Source: an optimization exercise on an open RTL-to-GDS flow (aim: small area). Production flows keep margins and buffers that such runs may drop. Function was checked by simulation only, so behaviour that the tests miss may differ from the original. No activity file was given, so power comes from the tool's default toggle rates.

==> flow/design.v <==
`timescale 1ns / 1ps
module thermo2binary_core (
    input  wire       clk,
    input  wire       ph_sign,
    input  wire       serial_in,
    output reg  [4:0] count,
    output reg        sign
);
    wire [4:0] c;
    wire [4:0] inc;
    assign c[0] = serial_in;
    genvar i;
    generate
        for (i = 0; i < 5; i = i + 1) begin : gen_inc
            assign inc[i] = count[i] ^ c[i];
            if (i < 4) begin : gen_c
                assign c[i+1] = count[i] & c[i];
            end
        end
    endgenerate
    always @(posedge clk) begin
        count <= ph_sign ? 5'd0 : inc;
        if (ph_sign) sign <= !serial_in;   
    end
endmodule
`timescale 1ns / 1ps
module thermo2binary_array_wrapper (
    input  wire clk,
    input  wire reset,
    input  wire clear,
    input  wire start,
    output wire ph_sign,
    output wire xfer,
    output wire first,
    output reg  valid,
    output reg  ready
);
    reg [5:0] ph;
    wire last = (ph == 6'd34);
    assign ph_sign = (ph == 6'd1);
    always @(posedge clk) begin
        if (reset)
            ph <= 6'd0;
        else if (ph == 6'd0)
            ph <= start ? 6'd1 : 6'd0;
        else if (last)
            ph <= 6'd0;
        else
            ph <= ph + 6'd1;
        valid <= !reset && last;
    end
    reg [3:0] cnt;
    reg       full_d;
    wire      full = cnt[3];
    always @(posedge clk) begin
        if (clear)
            cnt <= 4'd0;
        else if (valid && !full)
            cnt <= cnt + 4'd1;
        full_d <= !clear && full;
        ready  <= !clear && full_d;
    end
    assign first = clear || (cnt == 4'd0);
    assign xfer  = last && !reset && (clear || !full);
endmodule
`timescale 1ns / 1ps
module column_adder (
    input  wire        clk,
    input  wire        xfer,
    input  wire        first,
    input  wire [4:0]  count,
    input  wire        sign,
    output wire [14:0] column_sum
);
    reg  [13:0] A;
    wire [5:0]  a = first ? 6'd0 : A[13:8];    
    wire [6:0] h;
    wire [6:0] b = {sign, sign, count};
    wire [6:0] aa = {a[5], a};
    wire [7:0] cy;
    assign cy[0] = 1'b0;
    genvar i;
    generate
        for (i = 0; i < 7; i = i + 1) begin : gen_add
            assign h[i] = aa[i] ^ b[i] ^ cy[i];
            assign cy[i+1] = (aa[i] & b[i]) | (cy[i] & (aa[i] ^ b[i]));
        end
    endgenerate
    always @(posedge clk) begin
        if (xfer) A <= {h, A[7:1]};
    end
    assign column_sum = {A[13], A};
endmodule
`timescale 1ns / 1ps
module column_adder_array (
    input  wire                clk,
    input  wire                ph_sign,     
    input  wire                xfer,        
    input  wire                first,       
    input  wire [7:0]          serial_in,
    output wire [7:0][14:0]    column_sum,
    output wire [23:0]         final_vector_sum
);
    wire [4:0] n0, n1, n2, n3, n4, n5, n6, n7;
    wire [7:0] s;
    wire [7:0][4:0] n;
    assign {n7, n6, n5, n4, n3, n2, n1, n0} = n;
    genvar c;
    generate
        for (c = 0; c < 8; c = c + 1) begin : gen_lane
            thermo2binary_core conv (
                .clk(clk), .ph_sign(ph_sign), .serial_in(serial_in[c]),
                .count(n[c]), .sign(s[c])
            );
            column_adder acc (
                .clk(clk), .xfer(xfer), .first(first),
                .count(n[c]), .sign(s[c]), .column_sum(column_sum[c])
            );
        end
    endgenerate
    reg  [21:0] F;
    wire [13:0] ft = first ? 14'd0 : F[21:8];
    wire [14:0] hF;
  wire ts1;
  wire tc2;
  assign ts1 = ft[1] ^ n0[1] ^ n1[0];
  assign tc2 = (ft[1] & n0[1]) | (ft[1] & n1[0]) | (n0[1] & n1[0]);
  wire ts3;
  wire tc4;
  assign ts3 = ft[2] ^ n0[2] ^ n1[1];
  assign tc4 = (ft[2] & n0[2]) | (ft[2] & n1[1]) | (n0[2] & n1[1]);
  wire ts5;
  wire tc6;
  assign ts5 = ft[3] ^ n0[3] ^ n1[2];
  assign tc6 = (ft[3] & n0[3]) | (ft[3] & n1[2]) | (n0[3] & n1[2]);
  wire ts7;
  wire tc8;
  assign ts7 = ft[4] ^ n0[4] ^ n1[3];
  assign tc8 = (ft[4] & n0[4]) | (ft[4] & n1[3]) | (n0[4] & n1[3]);
  wire ts9;
  wire tc10;
  assign ts9 = n2[2] ^ n3[1] ^ n4[0];
  assign tc10 = (n2[2] & n3[1]) | (n2[2] & n4[0]) | (n3[1] & n4[0]);
  wire ts11;
  wire tc12;
  assign ts11 = ft[5] ^ ~s[0] ^ n1[4];
  assign tc12 = (ft[5] & ~s[0]) | (ft[5] & n1[4]) | (~s[0] & n1[4]);
  wire ts13;
  wire tc14;
  assign ts13 = n2[3] ^ n3[2] ^ n4[1];
  assign tc14 = (n2[3] & n3[2]) | (n2[3] & n4[1]) | (n3[2] & n4[1]);
  wire ts15;
  wire tc16;
  assign ts15 = ft[6] ^ ~s[1] ^ n2[4];
  assign tc16 = (ft[6] & ~s[1]) | (ft[6] & n2[4]) | (~s[1] & n2[4]);
  wire ts17;
  wire tc18;
  assign ts17 = n3[3] ^ n4[2] ^ n5[1];
  assign tc18 = (n3[3] & n4[2]) | (n3[3] & n5[1]) | (n4[2] & n5[1]);
  wire ts19;
  wire tc20;
  assign ts19 = ft[7] ^ ~s[2] ^ n3[4];
  assign tc20 = (ft[7] & ~s[2]) | (ft[7] & n3[4]) | (~s[2] & n3[4]);
  wire ts21;
  wire tc22;
  assign ts21 = n4[3] ^ n5[2] ^ n6[1];
  assign tc22 = (n4[3] & n5[2]) | (n4[3] & n6[1]) | (n5[2] & n6[1]);
  wire ts23;
  wire tc24;
  assign ts23 = ft[8] ^ ~s[3] ^ n4[4];
  assign tc24 = (ft[8] & ~s[3]) | (ft[8] & n4[4]) | (~s[3] & n4[4]);
  wire ts25;
  wire tc26;
  assign ts25 = n5[3] ^ n6[2] ^ n7[1];
  assign tc26 = (n5[3] & n6[2]) | (n5[3] & n7[1]) | (n6[2] & n7[1]);
  wire ts27;
  wire tc28;
  assign ts27 = ft[9] ^ ~s[4] ^ n5[4];
  assign tc28 = (ft[9] & ~s[4]) | (ft[9] & n5[4]) | (~s[4] & n5[4]);
  wire ts29;
  wire tc30;
  assign ts29 = ft[10] ^ ~s[5] ^ n6[4];
  assign tc30 = (ft[10] & ~s[5]) | (ft[10] & n6[4]) | (~s[5] & n6[4]);
  wire ts31;
  wire tc32;
  assign ts31 = ft[11] ^ ~s[6] ^ n7[4];
  assign tc32 = (ft[11] & ~s[6]) | (ft[11] & n7[4]) | (~s[6] & n7[4]);
  wire ts33;
  wire tc34;
  assign ts33 = tc2 ^ ts3 ^ n2[0];
  assign tc34 = (tc2 & ts3) | (tc2 & n2[0]) | (ts3 & n2[0]);
  wire ts35;
  wire tc36;
  assign ts35 = tc4 ^ ts5 ^ n2[1];
  assign tc36 = (tc4 & ts5) | (tc4 & n2[1]) | (ts5 & n2[1]);
  wire ts37;
  wire tc38;
  assign ts37 = tc6 ^ ts7 ^ ts9;
  assign tc38 = (tc6 & ts7) | (tc6 & ts9) | (ts7 & ts9);
  wire ts39;
  wire tc40;
  assign ts39 = tc8 ^ tc10 ^ ts11;
  assign tc40 = (tc8 & tc10) | (tc8 & ts11) | (tc10 & ts11);
  wire ts41;
  wire tc42;
  assign ts41 = ts13 ^ n5[0] ^ 1'b1;
  assign tc42 = (ts13 & n5[0]) | (ts13 & 1'b1) | (n5[0] & 1'b1);
  wire ts43;
  wire tc44;
  assign ts43 = tc12 ^ tc14 ^ ts15;
  assign tc44 = (tc12 & tc14) | (tc12 & ts15) | (tc14 & ts15);
  wire ts45;
  wire tc46;
  assign ts45 = tc16 ^ tc18 ^ ts19;
  assign tc46 = (tc16 & tc18) | (tc16 & ts19) | (tc18 & ts19);
  wire ts47;
  wire tc48;
  assign ts47 = tc20 ^ tc22 ^ ts23;
  assign tc48 = (tc20 & tc22) | (tc20 & ts23) | (tc22 & ts23);
  wire ts49;
  wire tc50;
  assign ts49 = tc24 ^ tc26 ^ ts27;
  assign tc50 = (tc24 & tc26) | (tc24 & ts27) | (tc26 & ts27);
  wire ts51;
  wire tc52;
  assign ts51 = tc28 ^ ts29 ^ n7[3];
  assign tc52 = (tc28 & ts29) | (tc28 & n7[3]) | (ts29 & n7[3]);
  wire ts53;
  wire tc54;
  assign ts53 = tc32 ^ ft[12] ^ ~s[7];
  assign tc54 = (tc32 & ft[12]) | (tc32 & ~s[7]) | (ft[12] & ~s[7]);
  wire ts55;
  wire tc56;
  assign ts55 = tc34 ^ ts35 ^ n3[0];
  assign tc56 = (tc34 & ts35) | (tc34 & n3[0]) | (ts35 & n3[0]);
  wire ts57;
  wire tc58;
  assign ts57 = tc38 ^ ts39 ^ ts41;
  assign tc58 = (tc38 & ts39) | (tc38 & ts41) | (ts39 & ts41);
  wire ts59;
  wire tc60;
  assign ts59 = tc40 ^ tc42 ^ ts43;
  assign tc60 = (tc40 & tc42) | (tc40 & ts43) | (tc42 & ts43);
  wire ts61;
  wire tc62;
  assign ts61 = tc44 ^ ts45 ^ ts21;
  assign tc62 = (tc44 & ts45) | (tc44 & ts21) | (ts45 & ts21);
  wire ts63;
  wire tc64;
  assign ts63 = tc46 ^ ts47 ^ ts25;
  assign tc64 = (tc46 & ts47) | (tc46 & ts25) | (ts47 & ts25);
  wire ts65;
  wire tc66;
  assign ts65 = tc48 ^ ts49 ^ n6[3];
  assign tc66 = (tc48 & ts49) | (tc48 & n6[3]) | (ts49 & n6[3]);
  wire ts67;
  wire tc68;
  assign ts67 = tc52 ^ tc30 ^ ts31;
  assign tc68 = (tc52 & tc30) | (tc52 & ts31) | (tc30 & ts31);
  wire ts69;
  wire tc70;
  assign ts69 = tc56 ^ tc36 ^ ts37;
  assign tc70 = (tc56 & tc36) | (tc56 & ts37) | (tc36 & ts37);
  wire ts71;
  wire tc72;
  assign ts71 = tc58 ^ ts59 ^ ts17;
  assign tc72 = (tc58 & ts59) | (tc58 & ts17) | (ts59 & ts17);
  wire ts73;
  wire tc74;
  assign ts73 = tc60 ^ ts61 ^ n7[0];
  assign tc74 = (tc60 & ts61) | (tc60 & n7[0]) | (ts61 & n7[0]);
  wire ts75;
  wire tc76;
  assign ts75 = tc64 ^ ts65 ^ n7[2];
  assign tc76 = (tc64 & ts65) | (tc64 & n7[2]) | (ts65 & n7[2]);
  wire ts77;
  wire tc78;
  assign ts77 = tc66 ^ tc50 ^ ts51;
  assign tc78 = (tc66 & tc50) | (tc66 & ts51) | (tc50 & ts51);
  wire ts79;
  wire tc80;
  assign ts79 = tc74 ^ tc62 ^ ts63;
  assign tc80 = (tc74 & tc62) | (tc74 & ts63) | (tc62 & ts63);
  wire ts81;
  wire tc82;
  assign ts81 = ft[0] ^ n0[0];
  assign tc82 = ft[0] & n0[0];
  wire ts83;
  wire tc84;
  assign ts83 = ts1 ^ tc82;
  assign tc84 = ts1 & tc82;
  wire ts85;
  wire tc86;
  assign ts85 = ts33 ^ tc84;
  assign tc86 = ts33 & tc84;
  wire ts87;
  wire tc88;
  assign ts87 = ts55 ^ tc86;
  assign tc88 = ts55 & tc86;
  wire ts89;
  wire tc90;
  assign ts89 = ts69 ^ tc88;
  assign tc90 = ts69 & tc88;
  wire ts91;
  wire tc92;
  assign ts91 = tc70 ^ ts57 ^ tc90;
  assign tc92 = (tc70 & ts57) | (tc70 & tc90) | (ts57 & tc90);
  wire ts93;
  wire tc94;
  assign ts93 = ts71 ^ n6[0] ^ tc92;
  assign tc94 = (ts71 & n6[0]) | (ts71 & tc92) | (n6[0] & tc92);
  wire ts95;
  wire tc96;
  assign ts95 = tc72 ^ ts73 ^ tc94;
  assign tc96 = (tc72 & ts73) | (tc72 & tc94) | (ts73 & tc94);
  wire ts97;
  wire tc98;
  assign ts97 = ts79 ^ tc96;
  assign tc98 = ts79 & tc96;
  wire ts99;
  wire tc100;
  assign ts99 = tc80 ^ ts75 ^ tc98;
  assign tc100 = (tc80 & ts75) | (tc80 & tc98) | (ts75 & tc98);
  wire ts101;
  wire tc102;
  assign ts101 = tc76 ^ ts77 ^ tc100;
  assign tc102 = (tc76 & ts77) | (tc76 & tc100) | (ts77 & tc100);
  wire ts103;
  wire tc104;
  assign ts103 = tc78 ^ ts67 ^ tc102;
  assign tc104 = (tc78 & ts67) | (tc78 & tc102) | (ts67 & tc102);
  wire ts105;
  wire tc106;
  assign ts105 = tc68 ^ ts53 ^ tc104;
  assign tc106 = (tc68 & ts53) | (tc68 & tc104) | (ts53 & tc104);
  wire ts107;
  wire tc108;
  assign ts107 = tc54 ^ ~ft[13] ^ tc106;
  assign tc108 = (tc54 & ~ft[13]) | (tc54 & tc106) | (~ft[13] & tc106);
  wire ts109;
  assign ts109 = 1'b1 ^ tc108;
  assign hF[0] = ts81;
  assign hF[1] = ts83;
  assign hF[2] = ts85;
  assign hF[3] = ts87;
  assign hF[4] = ts89;
  assign hF[5] = ts91;
  assign hF[6] = ts93;
  assign hF[7] = ts95;
  assign hF[8] = ts97;
  assign hF[9] = ts99;
  assign hF[10] = ts101;
  assign hF[11] = ts103;
  assign hF[12] = ts105;
  assign hF[13] = ts107;
  assign hF[14] = ts109;
    always @(posedge clk) begin
        if (xfer) F <= {hF, F[7:1]};
    end
    assign final_vector_sum = {F[21], F[21], F};
endmodule
`timescale 1ns / 1ps
module column_processing_unit_top #(
    parameter NUM_UNITS = 16,
    parameter NUM_COLUMNS = 8,
    parameter COLUMN_SUM_WIDTH = 15,
    parameter FINAL_VECTOR_SUM_WIDTH = 24
)(
    input  wire clk,
    input  wire reset,
    input  wire clear,
    input  wire global_accumulation_enable,
    input  wire start_conversion,
    input  wire [NUM_UNITS-1:0][NUM_COLUMNS-1:0] serial_thermo_in,
    output wire signed [NUM_UNITS-1:0][NUM_COLUMNS-1:0][COLUMN_SUM_WIDTH-1:0] column_sum,
    output wire signed [NUM_UNITS-1:0][FINAL_VECTOR_SUM_WIDTH-1:0] final_vector_sum,
    output wire [NUM_UNITS-1:0] conversion_valid,
    output wire [NUM_UNITS-1:0] column_sum_ready,
    output wire [NUM_UNITS-1:0] processing_complete
);
    wire ph_sign, xfer, first, valid, ready;
    thermo2binary_array_wrapper ctrl (
        .clk(clk), .reset(reset), .clear(clear),
        .start(global_accumulation_enable && start_conversion),
        .ph_sign(ph_sign), .xfer(xfer), .first(first),
        .valid(valid), .ready(ready)
    );
    assign conversion_valid    = {NUM_UNITS{valid}};
    assign column_sum_ready    = {NUM_UNITS{ready}};
    assign processing_complete = {NUM_UNITS{ready}};
    genvar u;
    generate
        for (u = 0; u < NUM_UNITS; u = u + 1) begin : gen_unit
            column_adder_array unit (
                .clk(clk), .ph_sign(ph_sign), .xfer(xfer), .first(first),
                .serial_in(serial_thermo_in[u]),
                .column_sum(column_sum[u]),
                .final_vector_sum(final_vector_sum[u])
            );
        end
    endgenerate
endmodule
==> flow/run.sh <==
#!/bin/bash
# synth_recipe.tcl (not shown) runs the flow's synth.tcl, then flattens the netlist and writes it again
# the make line also repeats each setting of config.mk as NAME=value (left out here)
make -C /OpenROAD-flow-scripts/flow DESIGN_CONFIG=/design/flow/config.mk WORK_HOME=/design/flow/orfs CLKGATE_MAP_FILE= SYNTH_SCRIPT=/design/flow/synth_recipe.tcl finish
==> flow/config.mk <==
export PLATFORM = sky130hd
export DESIGN_NAME = column_processing_unit_top
export DESIGN_NICKNAME = column_processing_unit_top
export VERILOG_FILES = /design/flow/design.v
export SDC_FILE = /design/flow/constraint.sdc
export NUM_CORES = 4
export LEC_CHECK = 0
export CAP_MARGIN = 20
export CORE_AREA = 10 10 890 890
export DIE_AREA = 0 0 900 900
export SLEW_MARGIN = 20
==> flow/constraint.sdc <==
create_clock -name core_clock -period 10.0 [get_ports {clk}]
set_input_delay 2.0000 -clock core_clock [delete_from_list [all_inputs] [get_ports {clk}]]
set_output_delay 2.0000 -clock core_clock [all_outputs]
set_load 0.01 [all_outputs]
==> results by group, run 1 <==
Clock network
  • Number of CTS-inserted buffers: 345
  • Post-CTS Hold Fix Bufs: 0
  • Worst-Skew Late Latency: 990 ps
  • Post-CTS Resized: 0
  • Setup repair bufs after CTS: 0
  • Max clock buf depth: 4
  • TritonCTS clock tree: yes
  • Reg clk slew, reported paths: 60 ps
  • Clk sinks: 2925
  • Clock root cell: clkbuf_16
  • # H-tree levels: 5

Power
  • Maximum vdd drop: 206.4 uV
  • Pleak: 75.18 nW
  • Power density over the cells: 234.4 nW/um^2

GRT
  • Gr usage total: 13.92%
  • Antenna violations before repair: 111
  • First-pass GRT wire length: 774300 um
  • Pin count of the biggest net entering global routing: 147
  • Number of global-route vias before repair: 84.08k
  • GR Overflow Total: 0

Route
  • DRC: 0
  • 1st-iter DRT viols: 6657
  • DR WL/cell: 25.94 um
  • Drt via density: 3.542
  • ANT nets after route: 1
  • DRT Pass-1 Iters: 7
  • Via count: 79.61k
  • Final WL: 583200 um

Synth
  • Share of the synthesized area in the top cell type: 48.12%
  • Yosys cell types: 33
  • Register bit count reported by yosys: 2925
  • Ys Warns: 4
  • Post-synth EDFFs: 2272
  • Mapped Cells: 9378
  • Avg Synthesized Cell Area: 15.12 um^2
  • Mapped cell area: 141800 um^2
  • Commonest cells post-synth: 2272 x edfxtp_1, 1845 x inv_1, 1520 x fa_1
  • Post-synth top flop: edfxtp_1
  • Yosys top cell by area: edfxtp_1
  • Seq/Total Area, Yosys: 57.34%
  • Most frequent cell after synthesis: edfxtp_1
  • Syn Nets: 11.79k
  • Area contributors post-synth: edfxtp_1 48%, fa_1 21%, dfxtp_1 9.2%
  • Asr flop ratio synth: 0%

Critical path
  • R2R setup slack: 2650 ps
  • CP startpoint kind: input port
  • R2R depth: 24
  • Worst setup path category: in -> reg
  • Crit path cell chain: clkdlybuf4s50_1 -> a21oi_4 -> buf_12 -> buf_4 -> and2_1 -> fa_1 -> fa_1 -> fa_1 -> inv_1 -> fa_1 -> inv_1 -> ha_1 -> inv_1 -> fa_1 -> fa_1 -> inv_1 -> fa_1 -> ha_1 -> fa_1 -> fa_1 -> fa_1 -> fa_1 -> fa_1
  • FF-to-FF Start: ctrl.cnt[0]
  • Most frequent CP cell: fa_1
  • CP endpoint: gen_unit[9].unit.F[20]
  • Crit Reg-Reg Endpoint: gen_unit[9].unit.F[20]
  • Slowest Stage Delay on Critical Path: 600 ps
  • Arrival @ worst endpoint: 9080 ps
  • WP data required: 10690 ps
  • Slowest cell on the critical path: clkdlybuf4s50_1
  • CP endpoint kind: flip-flop
  • Critical path peak fanout: 24
  • Critical Path Start: clear

Placement
  • Port buffer count: 2484
  • Placement Setup Slack: 524.8 ps
  • GPL Wtd Cong: 0.8854
  • DP HPWL: 493500 um
  • Number of instances in the placed design: 21.78k

Floorplan
  • Die width: 900 um
  • Starting Density: 18.35%
  • Io pins: 2485
  • Die area: 810000 um^2
  • # rows: 323
  • Die height: 900 um
  • Core Area: 772700 um^2

STA
  • Max Freq: 119.2 MHz
  • Crit share post-route: 83.91%
  • Actual slew at the worst max-slew pin: 1116 ps
  • Final count of negative-setup-slack endpoints: 0
  • Slew headroom: 25.36%
  • Final Max Slew Viols: 0
  • WHS: 412.9 ps
  • Fin. Hold Viols: 0
  • Clock skew: 65.87 ps
  • Period minus WS final: 8391 ps
  • RSZ-0062 raised after global routing: no
  • Worst Setup Slack, final: 1609 ps
  • Setup_tns: 0 ps

Layout
  • Layout cell share with drive strength beyond 1: 5.106%
  • Synthesis-to-layout area growth: 33.73%
  • Layout Cells excl Fill: 22.48k
  • Nets@finish: 14.30k

Outcome
  • Status: failed layout checks
  • Layout Check Fail Reasons: antenna violations

Hold path
  • Hold Crit Class: reg -> reg
  • Hold Crit Depth: 0

Job
  • Max Cap Viol: 0
==> power by group <==
part / internal [mW] / switching, mW / total [mW]
clock: 7.58 / 5.56 / 13.1
combinational: 6.05 / 7.51 / 13.6
sequential: 15.8 / 1.97 / 17.7
==> cells in the final DEF, fill, tap and decap left out, drive strengths merged, types with 3 or more instances in the layout <==
master,count
and2,1247
buf,88
bufinv,28
clkbuf,463
clkdlybuf4s50,2475
clkinv,123
clkinvlp,9
dfxtp,653
diode,61
edfxtp,2272
fa,1520
ha,758
inv,1866
nand2,388
nor2,135
nor2b,3
nor3,3
xnor2,130
xor2,3
==> through the flow <==
stage | instance area (um^2) | total power [mW] | utilization, %
after floorplan | 141800 | 26.66 | -
after global placement | 177800 | 31.36 | 23.00
after detailed placement | 177800 | 31.81 | 23.00
after CTS | 189500 | 45.22 | 24.52
after global routing | 189500 | 48.18 | 24.53
final | 189600 | 44.44 | 24.54
==> routing by layer <==
metal | part of all wire, % | track usage (%) | vias to the layer above
met2 | 48 | 23.30 | 2930
met1 | 38 | 16.35 | 41712
met4 | 3.3 | 4.016 | 44
li1 | - | - | 34328
met3 | 10 | 5.649 | 597
met5 | 0.049 | 0 | -
==> state kept, by name, summed over array words and instances, names as in the netlist <==
signal                             cells
gen_unit.unit.gen_lane.conv.sign     128
ctrl.ph                                6
ctrl.cnt                               4
gen_unit.unit.gen_lane.conv.count    640
gen_unit.unit.F                      352
gen_unit.unit.gen_lane.acc.A        1792
ctrl.ready                             1
ctrl.full_d                            1
ctrl.valid                             1
==> worst min-delay path by stage <==
stage | slack, ps | to | startpoint
CTS | 410 | gen_unit[14].unit.gen_lane[3].acc.A[4] | gen_unit[14].unit.gen_lane[3].acc.A[5]
global placement | 420 | ctrl.ready | ctrl.full_d
finish | 410 | gen_unit[3].unit.gen_lane[1].acc.A[2] | gen_unit[3].unit.gen_lane[1].acc.A[3]
floorplan | 410 | ctrl.ready | ctrl.full_d
global route | 420 | gen_unit[14].unit.gen_lane[3].acc.A[4] | gen_unit[14].unit.gen_lane[3].acc.A[5]
detailed placement | 430 | gen_unit[15].unit.gen_lane[7].acc.A[4] | gen_unit[15].unit.gen_lane[7].acc.A[5]
==> worst max-delay path, delay by kind of cell <==
family	cells	cell delay, ps
AND/OR/NAND/NOR	1	180
buffers and inverters	7	1290
AO/OA/AOI/OAI	1	300
adder cells (fa/ha/maj)	14	5230
==> layout make-up <==
| cell class | instances | area [um^2] |
|---|---|---|
| repair buffers | 2563 | 25640 |
| clock buffers | 463 | 9654 |
| clock inverters | 180 | 2059 |
| flip-flops and latches | 2925 | 81300 |
| fillers | 80415 | 583100 |
| multi-input cells | 4204 | 51050 |
| inverters | 1846 | 6937 |
| well taps | 10237 | 12810 |
| diodes | 61 | 152.6 |
==> cell families (layout without fill, tap and decap cells) <==
kind of cell	Yosys count	count (layout)	synth area share, %
flip-flops	2925	2925	57.34
buffers and inverters	2249	5052	6.677
XOR/XNOR	133	133	0.8216
adder cells (fa/ha/maj)	2278	2278	28.15
AO/OA/AOI/OAI	6	6	0.02824
AND/OR/NAND/NOR	1785	1785	6.966
multiplexers	2	2	0.01412
other	0	61	0
==> inputs of run 2 (changes only) <==
--- a/flow/design.v
+++ b/flow/design.v
@@ -6,3 +6,3 @@
     output reg  [4:0] count,
-    output reg        sign
+    output reg        sign_n    
 );
@@ -22,3 +22,3 @@
         count <= ph_sign ? 5'd0 : inc;
-        if (ph_sign) sign <= !serial_in;   
+        if (ph_sign) sign_n <= serial_in;   
     end
@@ -71,3 +71,3 @@
     input  wire [4:0]  count,
-    input  wire        sign,
+    input  wire        sign_n,    
     output wire [14:0] column_sum
@@ -76,6 +76,5 @@
     wire [5:0]  a = first ? 6'd0 : A[13:8];    
+    wire [5:0] cy;
     wire [6:0] h;
-    wire [6:0] b = {sign, sign, count};
-    wire [6:0] aa = {a[5], a};
-    wire [7:0] cy;
+    wire       a5n = ~a[5];
     assign cy[0] = 1'b0;
@@ -83,7 +82,9 @@
     generate
-        for (i = 0; i < 7; i = i + 1) begin : gen_add
-            assign h[i] = aa[i] ^ b[i] ^ cy[i];
-            assign cy[i+1] = (aa[i] & b[i]) | (cy[i] & (aa[i] ^ b[i]));
+        for (i = 0; i < 5; i = i + 1) begin : gen_add
+            assign h[i] = a[i] ^ count[i] ^ cy[i];
+            assign cy[i+1] = (a[i] & count[i]) | (cy[i] & (a[i] ^ count[i]));
         end
     endgenerate
+    assign h[5] = a5n ^ sign_n ^ cy[5];
+    assign h[6] = ~((a5n & sign_n) | (cy[5] & (a5n ^ sign_n)));
     always @(posedge clk) begin
@@ -104,3 +105,3 @@
     wire [4:0] n0, n1, n2, n3, n4, n5, n6, n7;
-    wire [7:0] s;
+    wire [7:0] s;    
     wire [7:0][4:0] n;
@@ -112,3 +113,3 @@
                 .clk(clk), .ph_sign(ph_sign), .serial_in(serial_in[c]),
-                .count(n[c]), .sign(s[c])
+                .count(n[c]), .sign_n(s[c])
             );
@@ -116,3 +117,3 @@
                 .clk(clk), .xfer(xfer), .first(first),
-                .count(n[c]), .sign(s[c]), .column_sum(column_sum[c])
+                .count(n[c]), .sign_n(s[c]), .column_sum(column_sum[c])
             );
@@ -145,4 +146,4 @@
   wire tc12;
-  assign ts11 = ft[5] ^ ~s[0] ^ n1[4];
-  assign tc12 = (ft[5] & ~s[0]) | (ft[5] & n1[4]) | (~s[0] & n1[4]);
+  assign ts11 = ft[5] ^ s[0] ^ n1[4];
+  assign tc12 = (ft[5] & s[0]) | (ft[5] & n1[4]) | (s[0] & n1[4]);
   wire ts13;
@@ -153,4 +154,4 @@
   wire tc16;
-  assign ts15 = ft[6] ^ ~s[1] ^ n2[4];
-  assign tc16 = (ft[6] & ~s[1]) | (ft[6] & n2[4]) | (~s[1] & n2[4]);
+  assign ts15 = ft[6] ^ s[1] ^ n2[4];
+  assign tc16 = (ft[6] & s[1]) | (ft[6] & n2[4]) | (s[1] & n2[4]);
   wire ts17;
@@ -161,4 +162,4 @@
   wire tc20;
-  assign ts19 = ft[7] ^ ~s[2] ^ n3[4];
-  assign tc20 = (ft[7] & ~s[2]) | (ft[7] & n3[4]) | (~s[2] & n3[4]);
+  assign ts19 = ft[7] ^ s[2] ^ n3[4];
+  assign tc20 = (ft[7] & s[2]) | (ft[7] & n3[4]) | (s[2] & n3[4]);
   wire ts21;
@@ -169,4 +170,4 @@
   wire tc24;
-  assign ts23 = ft[8] ^ ~s[3] ^ n4[4];
-  assign tc24 = (ft[8] & ~s[3]) | (ft[8] & n4[4]) | (~s[3] & n4[4]);
+  assign ts23 = ft[8] ^ s[3] ^ n4[4];
+  assign tc24 = (ft[8] & s[3]) | (ft[8] & n4[4]) | (s[3] & n4[4]);
   wire ts25;
@@ -177,12 +178,12 @@
   wire tc28;
-  assign ts27 = ft[9] ^ ~s[4] ^ n5[4];
-  assign tc28 = (ft[9] & ~s[4]) | (ft[9] & n5[4]) | (~s[4] & n5[4]);
+  assign ts27 = ft[9] ^ s[4] ^ n5[4];
+  assign tc28 = (ft[9] & s[4]) | (ft[9] & n5[4]) | (s[4] & n5[4]);
   wire ts29;
   wire tc30;
-  assign ts29 = ft[10] ^ ~s[5] ^ n6[4];
-  assign tc30 = (ft[10] & ~s[5]) | (ft[10] & n6[4]) | (~s[5] & n6[4]);
+  assign ts29 = ft[10] ^ s[5] ^ n6[4];
+  assign tc30 = (ft[10] & s[5]) | (ft[10] & n6[4]) | (s[5] & n6[4]);
   wire ts31;
   wire tc32;
-  assign ts31 = ft[11] ^ ~s[6] ^ n7[4];
-  assign tc32 = (ft[11] & ~s[6]) | (ft[11] & n7[4]) | (~s[6] & n7[4]);
+  assign ts31 = ft[11] ^ s[6] ^ n7[4];
+  assign tc32 = (ft[11] & s[6]) | (ft[11] & n7[4]) | (s[6] & n7[4]);
   wire ts33;
@@ -229,4 +230,4 @@
   wire tc54;
-  assign ts53 = tc32 ^ ft[12] ^ ~s[7];
-  assign tc54 = (tc32 & ft[12]) | (tc32 & ~s[7]) | (ft[12] & ~s[7]);
+  assign ts53 = tc32 ^ ft[12] ^ s[7];
+  assign tc54 = (tc32 & ft[12]) | (tc32 & s[7]) | (ft[12] & s[7]);
   wire ts55;
==> flow/flow/run.sh (new file) <==
#!/bin/bash
# Own layout flow: the standard ORFS flow (standard.sh) with
#  - the smallest buffer (buf_1) on every input and output port,
#  - CTS without dummy loads.
# Every tool's output goes to a log file in the work folder.
set -euo pipefail
cat > my_config.mk <<EOM
include $PWD/config.mk
export BUFFER_PORTS_ARGS = -buffer_cell sky130_fd_sc_hd__buf_1
EOM
sed "s#DESIGN_CONFIG=[^ ]*#DESIGN_CONFIG=$PWD/my_config.mk#" standard.sh > my_standard.sh
bash my_standard.sh finish > flow_make.log 2>&1
test -f out/final.def
==> flow/standard.sh (new file) <==
#!/bin/bash
# synth_recipe.tcl (not shown) runs the flow's synth.tcl, then flattens the netlist and writes it again
# the make line also repeats each setting of config.mk as NAME=value (left out here)
make -C /OpenROAD-flow-scripts/flow DESIGN_CONFIG=/design/flow/config.mk WORK_HOME=/design/flow/orfs CLKGATE_MAP_FILE= SYNTH_SCRIPT=/design/flow/synth_recipe.tcl "${@:-finish}"
--- a/flow/config.mk
+++ b/flow/config.mk
@@ -8,4 +8,4 @@
 export CAP_MARGIN = 20
-export CORE_AREA = 10 10 890 890
-export DIE_AREA = 0 0 900 900
+export CORE_AREA = 10 10 550 550
+export DIE_AREA = 0 0 560 560
 export SLEW_MARGIN = 20
removed: flow/run.sh
==> run 2 against run 1 <==
  * The run now fails in I/O pin placement
  * Synthesized cell count fell by 3.1%
  * Area after synthesis fell by 2.2%
==> results by group, run 2 <==
Floorplan
  • Starting Density: 47.70%
  • # rows: 198
  • Die width: 560 um
  • Die height: 560 um

Synth
  • Yosys top cell by area: edfxtp_1
  • Syn Nets: 11.37k
  • Post-synth top flop: edfxtp_1
  • Largest family of logic cells by synthesized area: adder cells
  • Mux cell area share after synthesis: 0.01444%
  • Mapped Cells: 9091
  • Area contributors post-synth: edfxtp_1 49%, fa_1 20%, dfxtp_1 9.4%
  • Post-synth EDFFs: 2272
  • Simple-gate share of the synthesized area: 6.806%
  • Fraction of the mapped netlist area in adder cells: 26.95%
  • Mapped cell area: 138600 um^2
  • Share of the synthesized area in the top cell type: 49.22%
  • Commonest cells post-synth: 2272 x edfxtp_1, 1828 x inv_1, 1392 x fa_1
  • Ys Warns: 4
  • Compound-Gate Fraction of Synth Area: 0.02618%
  • Yosys cell types: 31
  • Avg Synthesized Cell Area: 15.25 um^2
  • Register bit count reported by yosys: 2925
  • Seq/Total Area, Yosys: 58.65%
  • Post-Synth XOR/XNOR Area: 0.8404%
  • Most frequent cell after synthesis: edfxtp_1
  • Asr flop ratio synth: 0%

Outcome
  • Status: aborted with a tool error
  • Fail Step: I/O pin placement
  • First Err: [ERROR PPL-0024] Number of IO pins (2485) exceeds maximum number of available positions (2030). Increase the die perimeter from 2240.00um to 3379.60um.
[run 2: cells by family after synthesis]
logic type	after synthesis
DFF	2925
buffers and inverters	2218
adders and majority gates	2150
and+or+nand+nor	1657
xor gates and xnor gates	133
AOI/OAI and AO/OA	6
muxes	2
==> inputs of run 3 (changes only) <==
--- a/flow/flow/run.sh
+++ b/flow/flow/run.sh
@@ -9,2 +9,3 @@
 export BUFFER_PORTS_ARGS = -buffer_cell sky130_fd_sc_hd__buf_1
+export PLACE_PINS_ARGS = -min_distance 1 -min_distance_in_tracks
 EOM
--- a/flow/config.mk
+++ b/flow/config.mk
@@ -8,4 +8,4 @@
 export CAP_MARGIN = 20
-export CORE_AREA = 10 10 550 550
-export DIE_AREA = 0 0 560 560
+export CORE_AREA = 10 10 630 630
+export DIE_AREA = 0 0 640 640
 export SLEW_MARGIN = 20
==> run 3 against run 2 <==
  * Now clean on timing, DRC and antenna
  * Area after synthesis is the same
  * Synthesized cell count is the same
==> results by group, run 3 <==
Route
  • DR WL/cell: 25.21 um
  • DRC: 0
  • Via count: 77.43k
  • Drt via density: 4.568
  • 1st-iter DRT viols: 5614
  • ANT nets after route: 0
  • Final WL: 427300 um
  • DRT Pass-1 Iters: 7

Synth
  • Seq/Total Area, Yosys: 58.65%
  • Post-synth EDFFs: 2272
  • Register bit count reported by yosys: 2925
  • Ys Warns: 4
  • Avg Synthesized Cell Area: 15.25 um^2
  • Syn Nets: 11.37k
  • Most frequent cell after synthesis: edfxtp_1
  • Asr flop ratio synth: 0%
  • Commonest cells post-synth: 2272 x edfxtp_1, 1828 x inv_1, 1392 x fa_1
  • Share of the synthesized area in the top cell type: 49.22%
  • Yosys top cell by area: edfxtp_1
  • Post-synth top flop: edfxtp_1
  • Area contributors post-synth: edfxtp_1 49%, fa_1 20%, dfxtp_1 9.4%
  • Mapped cell area: 138600 um^2
  • Yosys cell types: 31
  • Mapped Cells: 9091

Placement
  • DP HPWL: 345300 um
  • Number of instances in the placed design: 16.30k
  • GPL Wtd Cong: 0.9211
  • Placement Setup Slack: 592.0 ps
  • Port buffer count: 2484

GRT
  • Antenna violations before repair: 58
  • Met1 Use GR: 24.11%
  • Met3 Track Usage GR: 5.505%
  • M2 GR Usage: 32.43%
  • GR Overflow Total: 0
  • Number of global-route vias before repair: 81.40k
  • First-pass GRT wire length: 602200 um
  • Most Crowded Layer GR: met2
  • Gr usage total: 20.26%
  • Pin count of the biggest net entering global routing: 182

Layout
  • Largest reg by FF count: gen_unit.unit.gen_lane.acc.A
  • Reg area: 81300 um^2
  • Area of the multi-input gates: 48050 um^2
  • Fill cell count: 35.26k
  • Top Registers: gen_unit.unit.gen_lane.acc.A x1792, gen_unit.unit.gen_lane.conv.count x640, gen_unit.unit.F x352
  • Max reg flops: 1792
  • Synthesis-to-layout area growth: 18.14%
  • Nets@finish: 13.88k
  • Most common cell after layout, fill and taps aside: buf_1
  • Layout cell share with drive strength beyond 1: 4.932%
  • Most frequent cells in the layout: 2484 x buf_1, 2272 x edfxtp_1, 1828 x inv_1
  • Layout Cells excl Fill: 16.95k

Outcome
  • Status: no timing/DRC/antenna violations

Power
  • Total power: 42.78 mW
  • Maximum vdd drop: 206.3 uV
  • Pleak: 66.17 nW
  • Power density over the cells: 261.3 nW/um^2

Floorplan
  • Starting Density: 36.23%
  • # rows: 227
  • Core Area: 382600 um^2
  • Io pins: 2485
  • Die width: 640 um
  • Die area: 409600 um^2
  • Die height: 640 um

Clock network
  • Worst-Skew Late Latency: 950 ps
  • TritonCTS clock tree: yes
  • Max clock buf depth: 4
  • Number of CTS-inserted buffers: 333
  • Clock root cell: clkbuf_16
  • # H-tree levels: 5
  • Setup repair bufs after CTS: 0
  • Post-CTS Resized: 0
  • Post-CTS Hold Fix Bufs: 0
  • Reg clk slew, reported paths: 60 ps
  • Clk sinks: 2925

Critical path
  • WP data required: 10650 ps
  • Most frequent CP cell: fa_1
  • CP startpoint kind: input port
  • CP endpoint kind: flip-flop
  • Slowest Stage Delay on Critical Path: 830 ps
  • Slowest cell on the critical path: a21oi_4
  • Arrival @ worst endpoint: 9000 ps
  • Worst setup path category: in -> reg
  • Critical path peak fanout: 32
  • Crit path cell chain: buf_1 -> a21oi_4 -> buf_12 -> and2_1 -> fa_1 -> fa_1 -> fa_1 -> inv_1 -> fa_1 -> inv_1 -> ha_1 -> inv_1 -> fa_1 -> fa_1 -> inv_1 -> fa_1 -> ha_1 -> fa_1 -> fa_1 -> fa_1 -> fa_1 -> fa_1

STA
  • Slew headroom: 27.22%
  • Final Max Slew Viols: 0
  • Max Freq: 119.7 MHz
  • Crit share post-route: 83.55%
  • Fin. Hold Viols: 0
  • Clock skew: 74.75 ps
  • Final count of negative-setup-slack endpoints: 0
  • Setup_tns: 0 ps
  • RSZ-0062 raised after global routing: no
  • Period minus WS final: 8355 ps
  • Worst Setup Slack, final: 1645 ps
  • Actual slew at the worst max-slew pin: 1092 ps

Job
  • Max Cap Viol: 0

Hold path
  • Hold Crit Class: reg -> reg
-- run 3: cell counts after synthesis --
Identical to the previous run, type by type.
-- run 3: cell families after synthesis --
| family | after synthesis | synth area share (%) |
|---|---|---|
| AO/OA/AOI/OAI | 6 | 0.02618 |
| adder cells (fa/ha/maj) | 2150 | 26.95 |
| buffers and inverters | 2218 | 6.717 |
| AND/OR/NAND/NOR | 1657 | 6.806 |
| XOR/XNOR | 133 | 0.8404 |
| multiplexers | 2 | 0.01444 |
| flip-flops | 2925 | 58.65 |
-- run 3: power by group --
part	switching (mW)	total (mW)	internal, mW
Sequential	1.55	17.3	15.8
Combinational	7.09	13.0	5.96
Clock	5.20	12.4	7.21
-- run 3: area by class of cell --
class | instances | area share [%]
multi-input cells | 3948 | 29.34
repair buffers | 2561 | 6.200
inverters | 1829 | 4.197
well taps | 5038 | 3.849
clock inverters | 182 | 1.207
diodes | 33 | 0.05043
clock buffers | 436 | 5.506
flip-flops and latches | 2925 | 49.65
-- run 3: critical path, delay by kind of cell --
kind,cells,cell delay (ps)
simple gates,1,170
compound gates,1,830
fa+ha+maj,14,5180
buf+inv,6,740
-- run 3: stage by stage --
stage / area [um^2] / hold WS (ps) / utilization (%)
2_1_floorplan: 138600 / 413.8 / -
3_3_place_gp: 152700 / 425.6 / 39.91
3_5_place_dp: 152700 / 429.4 / 39.91
4_1_cts: 163700 / 404.3 / 42.78
5_1_grt: 163700 / 430.1 / 42.80
6_report: 163800 / 411.0 / 42.80
-- run 3: path summary, 6_finish.rpt --
check	start	end	slack (ps)	cells past startpoint
worst max-delay path	clear	gen_unit[0].unit.F[20]	1640	22
worst min-delay path	gen_unit[8].unit.gen_lane[2].acc.A[4]	gen_unit[8].unit.gen_lane[2].acc.A[3]	410	0
worst max register to register	ctrl.cnt[0]	gen_unit[0].unit.F[20]	2350	23
worst min register to register	gen_unit[8].unit.gen_lane[2].acc.A[4]	gen_unit[8].unit.gen_lane[2].acc.A[3]	410	0
-- run 3: metal layers --
layer,vias up,wire [um]
met5,-,498
met4,14,33720
met3,1062,36130
met2,3230,198100
met1,39432,158800
li1,33695,-
==> inputs of run 4 (changes only) <==
==> flow/run.sh (new file) <==
#!/bin/bash
# synth_recipe.tcl (not shown) runs the flow's synth.tcl, then flattens the netlist and writes it again
# the make line also repeats each setting of config.mk as NAME=value (left out here)
make -C /OpenROAD-flow-scripts/flow DESIGN_CONFIG=/design/flow/config.mk WORK_HOME=/design/flow/orfs CLKGATE_MAP_FILE= SYNTH_SCRIPT=/design/flow/synth_recipe.tcl finish
--- a/flow/config.mk
+++ b/flow/config.mk
@@ -8,4 +8,4 @@
 export CAP_MARGIN = 20
-export CORE_AREA = 10 10 630 630
-export DIE_AREA = 0 0 640 640
+export CORE_AREA = 10 10 850 850
+export DIE_AREA = 0 0 860 860
 export SLEW_MARGIN = 20
removed: flow/flow/run.sh
removed: flow/standard.sh
==> run 4 against run 3 <==
  * Sequential cell count unchanged
  * Power increased by 4.4%
  * Global-route usage decreased by 5.4 points
  * Routed wire length increased by 33%
  * Via count increased by 0.30%
  * Utilization decreased by 16 points
  * Cell area increased by 13%
  * Sequential share of layout area decreased by 5.8 points
==> results by group, run 4 <==
Outcome
  • Status: no timing/DRC/antenna violations

GRT
  • GR Overflow Total: 0
  • Gr usage total: 14.83%
  • Number of global-route vias before repair: 82.91k
  • Pin count of the biggest net entering global routing: 187
  • Antenna violations before repair: 90
  • First-pass GRT wire length: 755000 um

Floorplan
  • Die height: 860 um
  • # rows: 308
  • Core Area: 703300 um^2
  • Die width: 860 um
  • Io pins: 2485
  • Starting Density: 19.71%
  • Die area: 739600 um^2

Synth
  • Area contributors post-synth: edfxtp_1 49%, fa_1 20%, dfxtp_1 9.4%
  • Syn Nets: 11.37k
  • Most frequent cell after synthesis: edfxtp_1
  • Asr flop ratio synth: 0%
  • Largest family of logic cells by synthesized area: adder cells
  • Register bit count reported by yosys: 2925
  • Post-Synth XOR/XNOR Area: 0.8404%
  • Post-synth EDFFs: 2272
  • Avg Synthesized Cell Area: 15.25 um^2
  • Compound-Gate Fraction of Synth Area: 0.02618%
  • Fraction of the mapped netlist area in adder cells: 26.95%
  • Yosys top cell by area: edfxtp_1
  • Share of the synthesized area in the top cell type: 49.22%
  • Mux cell area share after synthesis: 0.01444%
  • Seq/Total Area, Yosys: 58.65%
  • Simple-gate share of the synthesized area: 6.806%
  • Commonest cells post-synth: 2272 x edfxtp_1, 1828 x inv_1, 1392 x fa_1
  • Post-synth top flop: edfxtp_1
  • Mapped cell area: 138600 um^2
  • Yosys cell types: 31
  • Ys Warns: 4
  • Mapped Cells: 9091

Power
  • Maximum vdd drop: 195.6 uV
  • Pleak: 73.42 nW
  • Power density over the cells: 240.6 nW/um^2
  • Total power: 44.65 mW

Hold path
  • Hold Crit Depth: 0
  • Hold Crit Class: reg -> reg

Layout
  • Synthesis-to-layout area growth: 33.85%
  • Most frequent cells in the layout: 2467 x clkdlybuf4s50_1, 2272 x edfxtp_1, 1828 x inv_1
  • Final instance area: 185500 um^2
  • Layout cell share with drive strength beyond 1: 5.411%
  • Most common cell after layout, fill and taps aside: clkdlybuf4s50_1
  • Top Registers: gen_unit.unit.gen_lane.acc.A x1792, gen_unit.unit.gen_lane.conv.count x640, gen_unit.unit.F x352
  • Max reg flops: 1792
  • Layout Cells excl Fill: 21.24k
  • Largest reg by FF count: gen_unit.unit.gen_lane.acc.A
  • Nets@finish: 13.91k

Placement
  • Post-place instance area: 173600 um^2
  • DP HPWL: 476300 um
  • GPL Wtd Cong: 0.8951
  • Port buffer count: 2484
  • Number of instances in the placed design: 20.57k

Route
  • DR WL/cell: 26.74 um
  • DRC: 0
  • Final WL: 567900 um
  • ANT nets after route: 0
  • Drt via density: 3.658
  • DRT Pass-1 Iters: 5
  • Via count: 77.67k
  • 1st-iter DRT viols: 5928

Clock network
  • TritonCTS clock tree: yes
  • Post-CTS Resized: 0
  • Post-CTS Hold Fix Bufs: 0
  • Worst-Skew Late Latency: 1030 ps
  • Max clock buf depth: 4
  • Setup repair bufs after CTS: 0
  • # H-tree levels: 5
  • Clock root cell: clkbuf_16
  • Number of CTS-inserted buffers: 351
  • Reg clk slew, reported paths: 60 ps
  • Clk sinks: 2925

Critical path
  • Arrival @ worst endpoint: 8930 ps
  • Slowest Stage Delay on Critical Path: 610 ps
  • WP data required: 10710 ps
  • Critical path peak fanout: 77
  • R2R depth: 24
  • Slowest cell on the critical path: clkdlybuf4s50_1
  • Worst setup path category: in -> reg
  • CP startpoint kind: input port
  • Crit path cell chain: clkdlybuf4s50_1 -> a21oi_4 -> buf_12 -> buf_12 -> and2_1 -> fa_1 -> fa_1 -> fa_1 -> inv_1 -> fa_1 -> inv_1 -> ha_1 -> inv_1 -> fa_1 -> fa_1 -> inv_1 -> fa_1 -> ha_1 -> fa_1 -> fa_1 -> fa_1 -> fa_1 -> fa_1
  • Most frequent CP cell: fa_1
  • CP endpoint kind: flip-flop

STA
  • Period minus WS final: 8218 ps
  • Slew headroom: 22.11%
  • WHS: 375.8 ps
  • Actual slew at the worst max-slew pin: 1168 ps
  • Final count of negative-setup-slack endpoints: 0
  • Max Freq: 121.7 MHz
  • Fin. Hold Viols: 0
  • Clock skew: 123.1 ps
  • Crit share post-route: 82.18%
  • Final Max Slew Viols: 0
  • RSZ-0062 raised after global routing: no
  • Setup_tns: 0 ps

Job
  • Max Cap Viol: 0
==> run 4: cell types whose count changed in the layout (fill, tap and decap cells not counted), moves of 5 or more <==
| cell | delta |
|---|---|
| buf_1 | -2484 |
| buf_4 | +18 |
| clkbuf_1 | -7 |
| clkbuf_16 | +23 |
| clkbuf_8 | +15 |
| clkdlybuf4s50_1 | +2467 |
| clkinv_1 | +5 |
| clkinv_16 | +6 |
| clkinv_2 | -13 |
| clkinv_4 | +7 |
| diode_2 | -19 |
==> run 4: path summary, 6_finish.rpt <==
check	start	to	slack (ps)
setup / recovery	clear	gen_unit[2].unit.F[20]	1780
hold / removal	gen_unit[8].unit.gen_lane[7].acc.A[2]	gen_unit[8].unit.gen_lane[7].acc.A[1]	380
setup reg to reg	ctrl.cnt[0]	gen_unit[2].unit.F[20]	2820
hold reg to reg	gen_unit[8].unit.gen_lane[7].acc.A[2]	gen_unit[8].unit.gen_lane[7].acc.A[1]	380
==> run 4: critical path: cells and delay by family <==
kind	cells	cell delay, ps
buffers and inverters	7	1490
AO/OA/AOI/OAI	1	280
AND/OR/NAND/NOR	1	220
adder cells (fa/ha/maj)	14	4810
==> run 4: per-layer routing <==
metal  track usage (%)  vias to the layer above  share of wire, %
met3             5.150                      600               9.1
met5                 0                        -             0.038
met4             3.359                       34               2.6
met1             17.14                    40659                38
li1                  -                    33766                 -
met2             26.27                     2610                50
==> run 4: final cells by class <==
class                           instances  area, um^2
Clock inverter                        183        2068
Timing Repair Buffer                 2569       25800
Inverter                             1829        6873
Tap cell                             9300       11640
Fill cell                           72191      517800
Multi-Input combinational cell       3948       48050
Sequential cell                      2925       81300
Clock buffer                          467        9772
Antenna cell                           14       35.03
==> run 4: stage by stage <==
step | utilization (%) | setup WS (ps)
global route | 26.38 | 1553
floorplan | - | -59870
detailed placement | 24.69 | 683.4
CTS | 26.37 | 1777
global placement | 24.68 | 797.8
finish | 26.38 | 1782
==> run 4: power by group <==
| part | leakage (nW) | total, mW | switching (mW) | internal, mW |
|---|---|---|---|---|
| combinational | 41.7 | 13.7 | 7.62 | 6.10 |
| sequential | 25.9 | 17.6 | 1.86 | 15.8 |
| clock | 5.79 | 13.3 | 5.63 | 7.67 |
==> run 4: kinds of logic after synthesis <==
kind of cell	Yosys count
muxes	2
DFF	2925
adders and majority gates	2150
buffers and inverters	2218
AOI/OAI and AO/OA	6
and+or+nand+nor	1657
xor gates and xnor gates	133
==> inputs of run 5 (changes only) <==
--- a/flow/design.v
+++ b/flow/design.v
@@ -121,3 +121,3 @@
     endgenerate
-    reg  [21:0] F;
+    reg  [21:2] F;
     wire [13:0] ft = first ? 14'd0 : F[21:8];
@@ -358,5 +358,6 @@
     always @(posedge clk) begin
-        if (xfer) F <= {hF, F[7:1]};
+        if (xfer) F[21:2] <= {hF, F[7:3]};
     end
-    assign final_vector_sum = {F[21], F[21], F};
+    assign final_vector_sum = {F[21], F[21], F[21:2],
+                               column_sum[0][1] ^ column_sum[1][0], column_sum[0][0]};
 endmodule
==> flow/flow/run.sh (new file) <==
#!/bin/bash
# Own layout flow: the standard ORFS flow (standard.sh) with
#  - the standard synthesis, followed by an inverter clean-up around the
#    full adders (polarity.py; registers and their cells are untouched),
#  - the smallest buffer (buf_1) on every input and output port,
#  - IO pins one track apart, so a smaller die fits all 2485 pins.
# Every tool's output goes to a log file in the work folder.
set -euo pipefail
RES=$PWD/orfs/results/sky130hd/column_processing_unit_top/base
cat > my_config.mk <<EOM
include $PWD/config.mk
export BUFFER_PORTS_ARGS = -buffer_cell sky130_fd_sc_hd__buf_1
export PLACE_PINS_ARGS = -min_distance 1 -min_distance_in_tracks
EOM
sed "s#DESIGN_CONFIG=[^ ]*#DESIGN_CONFIG=$PWD/my_config.mk#" standard.sh > my_standard.sh
bash my_standard.sh $RES/1_2_yosys.v > flow_synth.log 2>&1
cp $RES/1_2_yosys.v 1_2_yosys_standard.v
python3 flow/polarity.py 1_2_yosys_standard.v $RES/1_2_yosys.v > flow_polarity.log 2>&1
bash my_standard.sh finish > flow_make.log 2>&1
test -f out/final.def
==> flow/flow/polarity.py (new file) <==
#!/usr/bin/env python3
"""Inverter clean-up for a flat Yosys gate netlist (sky130hd).

Yosys's extract_fa often builds a full adder on inverted inputs and then adds
inverters around it.  Since FA(~a,~b,~c) = (~SUM, ~COUT), a full adder may be
"flipped": all its inputs and both outputs change polarity.  This script picks
the flips that need the fewest inverters (greedy local search), then rewrites
the netlist.  Only inv_1 cells and fa_1 cells are touched; registers and every
other cell keep their names, types and connections (up to signal polarity
handled by inverters), so the logic is unchanged.

usage: polarity.py in.v out.v
"""
import re, sys
from collections import defaultdict

src = open(sys.argv[1]).read()
m = re.search(r'\bmodule\s+(\w+)', src)
mod_start = m.start()
endm = src.rindex('endmodule')
body = src[mod_start:endm]

# statements
stmts = []
for st in re.finditer(r'[^;]*;', body, re.S):
    stmts.append(st.group(0))

cell_re = re.compile(r'\s*(sky130_fd_sc_hd__\w+)\s+(\S+)\s*\((.*)\)\s*;\s*$', re.S)
pin_re = re.compile(r'\.(\w+)\(\s*([^()]*?)\s*\)')
OUTS = {'X', 'Y', 'Q', 'Q_N', 'SUM', 'COUT', 'HI', 'LO'}

cells = []     # (idx, type, name, [(pin, net)])
other = []
ports = set()
for i, s in enumerate(stmts):
    cm = cell_re.match(s)
    if cm:
        typ, name, pins = cm.groups()
        cells.append([i, typ, name, pin_re.findall(pins)])
    else:
        pm = re.match(r'\s*(input|output|inout)\s*(\[[^\]]*\])?\s*([^;]*);', s)
        if pm:
            rng = pm.group(2)
            for n in pm.group(3).split(','):
                n = n.strip()
                if rng:
                    hi, lo = map(int, rng[1:-1].split(':'))
                    for k in range(min(hi, lo), max(hi, lo) + 1):
                        ports.add('%s[%d]' % (n, k))
                else:
                    ports.add(n)
        if re.match(r'\s*assign\b', s):
            # nets in assigns are treated as fixed (ports-like)
            for n in re.findall(r'[\\\w][^\s=;,{}]*(?:\s*\[\d+\])?', s.split('assign', 1)[1]):
                ports.add(n.replace(' ', ''))

def norm(n):
    return n.replace(' ', '')

def is_inv(t):
    return re.match(r'sky130_fd_sc_hd__inv_1$', t) is not None

# drivers
driver = {}
for c in cells:
    for p, n in c[3]:
        if p in OUTS:
            driver[norm(n)] = (c, p)

# inverter classes: root(net) -> (root, parity)
inv_cells = [c for c in cells if is_inv(c[1])]
inv_in = {}
for c in inv_cells:
    d = dict(c[3])
    inv_in[norm(d['Y'])] = norm(d['A'])

def root(n):
    par = 0
    seen = 0
    while n in inv_in and seen < 100:
        n = inv_in[n]; par ^= 1; seen += 1
    return n, par

fa_cells = [c for c in cells if c[1] == 'sky130_fd_sc_hd__fa_1']
fa_id = {id(c): k for k, c in enumerate(fa_cells)}
flip = [0] * len(fa_cells)

# requirement list per root: (kind, ref, parity) kind 'fix' or ('fa', k)
req = defaultdict(list)
names_of = defaultdict(lambda: [set(), set()])   # root -> [names with parity 0, parity 1]
for c in cells:
    if is_inv(c[1]):
        continue
    for p, n in c[3]:
        if p in OUTS:
            continue
        n = norm(n)
        if n.startswith("1'b") or n.startswith("1'h"):
            continue
        r, par = root(n)
        names_of[r][par].add(n)
        if c[1] == 'sky130_fd_sc_hd__fa_1':
            req[r].append((fa_id[id(c)], par))
        else:
            req[r].append((None, par))
for n in ports:
    if n in inv_in or n in driver:
        r, par = root(n)
        names_of[r][par].add(n)
        req[r].append((None, par))
for y in inv_in:
    r, par = root(y)
    names_of[r][par].add(y)

# root provider: FA output or fixed
prov = {}
for r in list(req.keys()):
    d = driver.get(r)
    if d and d[0][1] == 'sky130_fd_sc_hd__fa_1':
        prov[r] = fa_id[id(d[0])]
    else:
        prov[r] = None

fa_roots = defaultdict(set)
for r, lst in req.items():
    for k, par in lst:
        if k is not None:
            fa_roots[k].add(r)
    if prov[r] is not None:
        fa_roots[prov[r]].add(r)

def cost(r):
    has = prov[r]
    provided = flip[has] if has is not None else 0
    need = set()
    for k, par in req[r]:
        need.add(par ^ (flip[k] if k is not None else 0))
    return len(need - {provided})

before = sum(cost(r) for r in req)
improved = True
it = 0
while improved and it < 50:
    improved = False; it += 1
    for k in range(len(fa_cells)):
        rs = fa_roots[k]
        c0 = sum(cost(r) for r in rs)
        flip[k] ^= 1
        c1 = sum(cost(r) for r in rs)
        if c1 < c0:
            improved = True
        else:
            flip[k] ^= 1
after = sum(cost(r) for r in req)
sys.stderr.write("polarity: inverters %d -> %d (%d flips, %d inv cells before)\n" %
                 (before, after, sum(flip), len(inv_cells)))

# rewrite
new_inv = []
cnt = [0]
def netname(r, par):
    s = sorted(names_of[r][par])
    for n in s:
        if n in ports:
            return n
    if s:
        return s[0]
    if par == 0:
        return r
    cnt[0] += 1
    n = '_pol%d_' % cnt[0]
    names_of[r][par].add(n)
    return n

decl = []
conn = {}   # (root, par) -> physical net name
for r in req:
    has = prov[r]
    provided = flip[has] if has is not None else 0
    need = set()
    for k, par in req[r]:
        need.add(par ^ (flip[k] if k is not None else 0))
    # port names must exist with their polarity
    for par in (0, 1):
        if any(n in ports for n in names_of[r][par]):
            need.add(par)
    pn = netname(r, provided)
    conn[(r, provided)] = pn
    for par in need - {provided}:
        on = netname(r, par)
        conn[(r, par)] = on
        new_inv.append((pn, on))
    # extra names of the same polarity that are ports must be aliased
    for par in (0, 1):
        if (r, par) in conn:
            for n in names_of[r][par]:
                if n in ports and n != conn[(r, par)]:
                    new_inv.append(('ALIAS', conn[(r, par)], n))

def fmt(n):
    return n if n.startswith('\\') is False else n + ' '

out_stmts = list(stmts)
drop = set(c[0] for c in inv_cells)
for c in cells:
    if is_inv(c[1]):
        continue
    isfa = c[1] == 'sky130_fd_sc_hd__fa_1'
    f = flip[fa_id[id(c)]] if isfa else 0
    newpins = []
    for p, n in c[3]:
        n0 = norm(n)
        if n0.startswith("1'b") or n0.startswith("1'h"):
            newpins.append((p, n)); continue
        if p in OUTS:
            if n0 in req:
                newpins.append((p, conn[(n0, f)] if isfa else conn.get((n0, 0), n0)))
            else:
                newpins.append((p, n0))
        else:
            r, par = root(n0)
            newpins.append((p, conn[(r, par ^ f)]))
    txt = '  %s %s (\n%s\n  );' % (c[1], c[2], ',\n'.join('    .%s(%s)' % (p, fmt(n)) for p, n in newpins))
    out_stmts[c[0]] = txt
for i in drop:
    out_stmts[i] = ''
extra = []
declared = set(re.findall(r'wire\s+(?:\[[^\]]*\]\s*)?([^;\s]+(?: )?)\s*;', body))
k = 0
for item in new_inv:
    if item[0] == 'ALIAS':
        extra.append('  sky130_fd_sc_hd__buf_1 _polbuf%d_ (\n    .A(%s),\n    .X(%s)\n  );' % (k, fmt(item[1]), fmt(item[2])))
    else:
        a, y = item
        extra.append('  sky130_fd_sc_hd__inv_1 _polinv%d_ (\n    .A(%s),\n    .Y(%s)\n  );' % (k, fmt(a), fmt(y)))
    k += 1
for par_names in names_of.values():
    for s in par_names:
        for n in s:
            if n.startswith('_pol'):
                extra.insert(0, '  wire %s;' % n)
res = src[:mod_start] + ''.join(out_stmts) + '\n' + '\n'.join(extra) + '\n' + src[endm:]
open(sys.argv[2], 'w').write(res)
==> flow/standard.sh (new file) <==
#!/bin/bash
# synth_recipe.tcl (not shown) runs the flow's synth.tcl, then flattens the netlist and writes it again
# the make line also repeats each setting of config.mk as NAME=value (left out here)
make -C /OpenROAD-flow-scripts/flow DESIGN_CONFIG=/design/flow/config.mk WORK_HOME=/design/flow/orfs CLKGATE_MAP_FILE= SYNTH_SCRIPT=/design/flow/synth_recipe.tcl "${@:-finish}"
--- a/flow/config.mk
+++ b/flow/config.mk
@@ -8,4 +8,5 @@
 export CAP_MARGIN = 20
-export CORE_AREA = 10 10 850 850
-export DIE_AREA = 0 0 860 860
+export CORE_AREA = 10 10 630 630
+export CTS_BUF_LIST = sky130_fd_sc_hd__clkbuf_8
+export DIE_AREA = 0 0 640 640
 export SLEW_MARGIN = 20
removed: flow/run.sh
==> run 5 against run 4 <==
  * The flow now stops in global routing
  * Synthesized cell count decreased by 14%
  * Area after synthesis decreased by 3.9%
==> results by group, run 5 <==
Outcome
  • Status: aborted with a tool error
  • Fail Step: global routing
  • First Err: [ERROR GRT-0116] Global routing finished with congestion. Check the congestion regions in the DRC Viewer.

GRT
  • Gr usage total: 21.05%
  • GR Overflow Total: 10
  • First-pass GRT wire length: 619500 um
  • Number of global-route vias before repair: 86.67k
  • Pin count of the biggest net entering global routing: 193

Floorplan
  • # rows: 227
  • Die width: 640 um
  • Io pins: 2485
  • Die height: 640 um
  • Starting Density: 34.81%

Synth
  • Avg Synthesized Cell Area: 17.01 um^2
  • Ys Warns: 4
  • Mapped cell area: 133200 um^2
  • Syn Nets: 10.11k
  • Mapped Cells: 7827

Clock network
  • # H-tree levels: 6
  • Max clock buf depth: 4
  • Post-CTS Resized: 0
  • Post-CTS Hold Fix Bufs: 0
  • Number of CTS-inserted buffers: 524
  • Setup repair bufs after CTS: 0
  • Clock root cell: clkbuf_8

Placement
  • DP HPWL: 348600 um
  • Port buffer count: 2484
  • GPL Wtd Cong: 0.9286
==> run 5: power by group through the flow <==
stage / clock network, mW / logic [mW] / registers, mW
2_1_floorplan: 0 / 8.69 / 17.0
3_3_place_gp: 0 / 11.2 / 17.9
3_5_place_dp: 0 / 12.3 / 17.9
4_1_cts: 11.3 / 12.4 / 17.7
==> run 5: stage by stage <==
step                utilization, %  worst slack (ps)  area (um^2)  cells  power (mW)
floorplan                        -            -58860       133200   7827       25.72
detailed placement           38.41             449.3       147000  15010       30.19
global placement             38.41             540.5       147000  15010       29.11
CTS                          41.07              1773       157100  15964       41.32
==> run 5: worst min-delay path by stage <==
stage | cells past startpoint | end | slack, ps
2_1_floorplan | 1 | ctrl.ready | 410
3_3_place_gp | 0 | gen_unit[1].unit.gen_lane[6].acc.A[0] | 430
3_5_place_dp | 0 | gen_unit[1].unit.gen_lane[2].acc.A[3] | 430
4_1_cts | 0 | gen_unit[13].unit.gen_lane[0].acc.A[2] | 380
==> run 5: layer usage <==
metal	GRT overflow	GRT usage, %
met5	0	0.4858
met4	2	15.81
met3	0	7.176
met2	8	32.52
met1	0	24.21

-- static timing again, ports no longer ideal --
In the flow no input, the clock included, has a driving cell. The finished layouts below were timed again as built, in two steps.
Step 1, drivers: a clkbuf_16 drives clk and a buf_2 each remaining input, both assumed.
Step 2 adds t to the input delays and takes it off the output delays; t is the mean of the earliest and latest rising clock arrival at the registers after step 1. Input paths then give back, and output paths get back, about the clock's delay inside the block.
Slacks: no drivers / after step 1 / after step 2; pairs: no drivers / after step 1.
| run | t, ns | setup WS [ns] | latest minus earliest clock arrival (ns) |
|---|---|---|---|
| run 1 | 1.093 | 1.609 / 1.663 / 0.570 | 0.074 / 0.074 |
| run 3 | 1.010 | 1.645 / 1.687 / 0.677 | 0.078 / 0.077 |
| run 4 | 1.077 | 1.782 / 1.817 / 0.739 | 0.141 / 0.141 |
The setup slack of run 4, which loses most, moves by +0.035 ns with the drivers and by -1.043 ns with both steps.
